Context: an optimization exercise on an open-source flow, tuned for small area, a short achievable clock period and few clock cycles. The choices shown serve that exercise and are no tape-out recipe.
Where RTL was checked, it was by simulation tests only, not by an equivalence proof against the original.
Power is estimated from default activity; no workload was simulated.

== pepper ==
==> flow/design.v (excerpt) <==
module rsa_encrypt
(
  input wire clk,
  input wire rst,
  input wire [12:0] data,
  input wire [2:0] input_data_type,
  output wire [15:0] output_data,
  output wire ready
);
    reg [12:0] n;
    reg [12:0] e;
    reg [7:0]  m;
    reg [12:0] acc;
    reg [12:0] p;
    reg [3:0]  idx;
    reg [3:0]  eidx;
    reg        op_mul;
    reg        busy;
    reg        start;
    assign ready = ~busy;
    assign output_data = {3'b000, acc};
    function [3:0] msb13(input [12:0] w);
        integer i;
        begin
            msb13 = 4'd0;
            for (i = 1; i < 13; i = i + 1)
                if (w[i]) msb13 = i[3:0];
        end
    endfunction
    wire [3:0] msbn = msb13(n);
    wire [3:0] msbe = msb13(e);
    wire [3:0] msbm = msb13({5'b00000, m});
    wire [12:0] w   = op_mul ? {5'b00000, m} : acc;
    wire        bit_ = w[idx];
    wire [14:0] s   = {1'b0, p, 1'b0} + (bit_ ? {2'b00, acc} : 15'd0);
    wire [15:0] d1  = {1'b0, s} - {3'b000, n};
    wire [15:0] d2  = {1'b0, s} - {2'b00, n, 1'b0};
    wire [12:0] pn  = ~d2[15] ? d2[12:0] : (~d1[15] ? d1[12:0] : s[12:0]);
    wire accept = ready & (input_data_type == 3'd1);
    wire last   = (idx == 4'd0);
    wire next_mul = ~op_mul & e[eidx];
    always @(posedge clk) begin
        if (rst) begin
            n     <= 13'd3233;
            e     <= 13'd17;
            busy  <= 1'b0;
            start <= 1'b0;
        end else if (~busy) begin
            if (input_data_type == 3'd2) n <= data;
            if (input_data_type == 3'd3) e <= data;
            if (accept) begin
                busy  <= 1'b1;
                start <= 1'b1;
            end
        end else if (start) begin
            start <= 1'b0;
            if (msbe == 4'd0)
                busy <= 1'b0;
        end else if (last & ~next_mul & (eidx == 4'd0)) begin
            busy <= 1'b0;
        end
    end
    always @(posedge clk) begin
        if (~busy) begin
            if (accept) begin
                m   <= data[7:0];
                acc <= {5'b00000, data[7:0]};
            end
        end else if (start) begin
  ...
==> module rsa_encrypt, before the edit <==
module rsa_encrypt
(
  input wire clk,
  input wire rst,
  input wire [12:0] data,
  input wire [2:0] input_data_type,
  output wire [15:0] output_data,
  output wire ready
);
    reg [12:0] n;
    reg [12:0] e;
    reg [7:0]  m;
    reg [12:0] acc;
    reg [12:0] p;
    reg [3:0]  idx;
    reg [3:0]  eidx;
    reg        op_mul;
    reg        busy;
    reg        start;
    assign ready = ~busy;
    assign output_data = {3'b000, acc};
    function [3:0] msb13(input [12:0] w);
        integer i;
        begin
            msb13 = 4'd0;
            for (i = 1; i < 13; i = i + 1)
                if (w[i]) msb13 = i[3:0];
        end
    endfunction
    wire [3:0] msbn = msb13(n);
    wire [3:0] msbe = msb13(e);
    wire [3:0] msbm = msb13({5'b00000, m});
    wire [12:0] w   = op_mul ? {5'b00000, m} : acc;
    wire        bit_ = w[idx];
    wire [14:0] s   = {1'b0, p, 1'b0} + (bit_ ? {2'b00, acc} : 15'd0);
    wire [15:0] d1  = {1'b0, s} - {3'b000, n};
    wire [15:0] d2  = {1'b0, s} - {2'b00, n, 1'b0};
    wire [12:0] pn  = ~d2[15] ? d2[12:0] : (~d1[15] ? d1[12:0] : s[12:0]);
    wire accept = ready & (input_data_type == 3'd1);
    wire last   = (idx == 4'd0);
    wire next_mul = ~op_mul & e[eidx];
    always @(posedge clk) begin
        if (rst) begin
            n     <= 13'd3233;
            e     <= 13'd17;
            busy  <= 1'b0;
            start <= 1'b0;
        end else if (~busy) begin
            if (input_data_type == 3'd2) n <= data;
            if (input_data_type == 3'd3) e <= data;
            if (accept) begin
                busy  <= 1'b1;
                start <= 1'b1;
            end
        end else if (start) begin
            start <= 1'b0;
            if (msbe == 4'd0)
                busy <= 1'b0;
        end else if (last & ~next_mul & (eidx == 4'd0)) begin
            busy <= 1'b0;
        end
    end
    always @(posedge clk) begin
        if (~busy) begin
            if (accept) begin
                m   <= data[7:0];
                acc <= {5'b00000, data[7:0]};
            end
        end else if (start) begin
            if (msbe == 4'd0) begin
            end else if ({5'b00000, m} >= n) begin
                acc    <= 13'd1;
                p      <= 13'd0;
                idx    <= msbm;
                op_mul <= 1'b1;
                eidx   <= msbe;
            end else begin
                p      <= (msbn != 4'd0 && acc[msbn]) ? acc : 13'd0;
                idx    <= (msbn != 4'd0) ? msbn - 4'd1 : 4'd0;
                op_mul <= 1'b0;
                eidx   <= msbe - 4'd1;
            end
        end else if (~last) begin
            p   <= pn;
            idx <= idx - 4'd1;
        end else begin
            acc <= pn;
            if (next_mul) begin
                p      <= (msbm != 4'd0) ? pn : 13'd0;
                idx    <= (msbm != 4'd0) ? msbm - 4'd1 : 4'd0;
                op_mul <= 1'b1;
            end else begin
                p      <= (msbn != 4'd0 && pn[msbn]) ? pn : 13'd0;
                idx    <= (msbn != 4'd0) ? msbn - 4'd1 : 4'd0;
                op_mul <= 1'b0;
                eidx   <= eidx - 4'd1;
            end
        end
    end
endmodule
clock: 7.0 ns
lec_check: 0
cap_margin: 20
core_margin: 2
core_utilization: 40
slew_margin: 20
run.sh (not shown) runs the stock make flow with config.mk's settings and CLKGATE_MAP_FILE= SYNTH_SCRIPT=/design/flow/synth_recipe.tcl, a recipe that flattens the netlist after the stock synthesis.
Testbench counts of pepper, summed over its fixed seeds: cycles 41,850.
[inputs] amber vs pepper
==> flow/design.v <==
module rsa_encrypt
(
  input wire clk,
  input wire rst,
  input wire [12:0] data,
  input wire [2:0] input_data_type,
  output wire [15:0] output_data,
  output wire ready
);
    reg [12:0] n;
    reg [12:0] e;
    reg [7:0]  m;
    reg [12:0] acc;
    reg [12:0] p;
    reg [3:0]  idx;
    reg [3:0]  eidx;
    reg        wbit;
    reg        op_mul;
    reg        busy;
    reg        start;
    reg        prep;
    assign ready = ~busy;
    assign output_data = {3'b000, acc};
    function [3:0] msb13(input [12:0] w);
        integer i;
        begin
            msb13 = 4'd0;
            for (i = 1; i < 13; i = i + 1)
                if (w[i]) msb13 = i[3:0];
        end
    endfunction
    wire [3:0] msbn = msb13(n);
    wire [3:0] msbe = msb13(e);
    wire [3:0] msbm = msb13({5'b00000, m});
    wire [3:0] msbn1 = msbn - 4'd1;
    wire [3:0] msbm1 = msbm - 4'd1;
    wire       n_gt1 = (msbn != 4'd0);
    wire       m_gt1 = (msbm != 4'd0);
    wire [15:0] a2  = {2'b00, p, 1'b0};
    wire [15:0] ba  = wbit ? {3'b000, acc} : 16'd0;
    wire [15:0] nn1 = ~{3'b000, n};
    wire [15:0] nn2 = ~{2'b00, n, 1'b0};
    wire [15:0] x1  = a2 ^ ba ^ nn1;
    wire [15:0] c1  = (a2 & ba) | (a2 & nn1) | (ba & nn1);
    wire [15:0] x2  = a2 ^ ba ^ nn2;
    wire [15:0] c2  = (a2 & ba) | (a2 & nn2) | (ba & nn2);
    wire [15:0] s   = a2 + ba;
    wire [15:0] d1  = x1 + {c1[14:0], 1'b1};
    wire [15:0] d2  = x2 + {c2[14:0], 1'b1};
    wire        ge2 = ~d2[15];
    wire        ge1 = ~d1[15];
    wire [12:0] pn  = ge2 ? d2[12:0] : (ge1 ? d1[12:0] : s[12:0]);
    wire accept = ready & (input_data_type == 3'd1);
    wire last   = (idx == 4'd0);
    wire next_mul = ~op_mul & e[eidx];
    wire [3:0]  idx1 = idx - 4'd1;
    wire [12:0] w    = op_mul ? {5'b00000, m} : acc;
    always @(posedge clk) begin
        if (rst) begin
            n     <= 13'd3233;
            e     <= 13'd17;
            busy  <= 1'b0;
            start <= 1'b0;
        end else if (~busy) begin
            if (input_data_type == 3'd2) n <= data;
            if (input_data_type == 3'd3) e <= data;
            if (accept) begin
                busy  <= 1'b1;
                start <= 1'b1;
            end
        end else if (start) begin
            start <= 1'b0;
            if (msbe == 4'd0)
                busy <= 1'b0;
        end else if (~prep & last & ~next_mul & (eidx == 4'd0)) begin
            busy <= 1'b0;
        end
    end
    always @(posedge clk) begin
        if (~busy) begin
            if (accept) begin
                m   <= data[7:0];
                acc <= {5'b00000, data[7:0]};
            end
        end else if (start) begin
            prep <= 1'b0;
            if (msbe == 4'd0) begin
            end else if ({5'b00000, m} >= n) begin
                acc    <= 13'd1;
                p      <= 13'd0;
                idx    <= msbm;
                wbit   <= m[msbm];
                op_mul <= 1'b1;
                eidx   <= msbe;
            end else begin
                p      <= (n_gt1 && acc[msbn]) ? acc : 13'd0;
                idx    <= n_gt1 ? msbn1 : 4'd0;
                wbit   <= n_gt1 ? acc[msbn1] : acc[0];
                op_mul <= 1'b0;
                eidx   <= msbe - 4'd1;
            end
        end else if (prep) begin
            prep <= 1'b0;
            p    <= (n_gt1 && acc[msbn]) ? acc : 13'd0;
            idx  <= n_gt1 ? msbn1 : 4'd0;
            wbit <= n_gt1 ? acc[msbn1] : acc[0];
        end else if (~last) begin
            p    <= pn;
            idx  <= idx1;
            wbit <= w[idx1];
        end else begin
            acc <= pn;
            if (next_mul) begin
                p      <= m_gt1 ? pn : 13'd0;
                idx    <= m_gt1 ? msbm1 : 4'd0;
                wbit   <= m_gt1 ? m[msbm1] : m[0];
                op_mul <= 1'b1;
            end else begin
                prep   <= 1'b1;
                op_mul <= 1'b0;
                eidx   <= eidx - 4'd1;
            end
        end
    end
endmodule
==> comparison <==
- Between pepper and amber, the flow reports flip-flop and latch count increasing by a few percent.
- amber — total global-route track usage 1.2 points lower, pepper as reference
- Instance count on the critical path was higher in the run labelled pepper.
- The clock network as the highest-power group was reported by amber, and combinational cells by pepper.
- amber vs pepper — register-to-register slack rose 2.23 ns.
- Comparing amber and pepper, the lower first-iteration DRC count is on amber.
- Synthesized cell area, amber vs pepper: up by a few percent
Only the layout flow was run in amber; the RTL was not checked for function there.

[static timing again, ports no longer ideal]
How much do the figures lean on ideal ports? The routed layouts below were timed once more, with nothing changed but the port constraints.
Step 1, drivers: a clkbuf_16 drives clk and a buf_2 each remaining input, both assumed.
Step 2 also shifts input and output timing later by t, the mid clock arrival at the registers, as if the neighbouring blocks saw the same clock.
a / b / c = no drivers / after step 1 / after step 2; a / b = the first two.
run | shift t [ns] | slack for setup (ns) | hold slack, ns | pins driven straight from the clock port
pepper | 0.383 | 0.474 / 0.474 / 0.474 | 0.474 / 0.474 / 0.474 | 1
amber | 0.372 | 2.702 / 2.702 / 2.702 | 0.471 / 0.471 / 0.471 | 1
After both steps setup and hold are still met in every run listed.
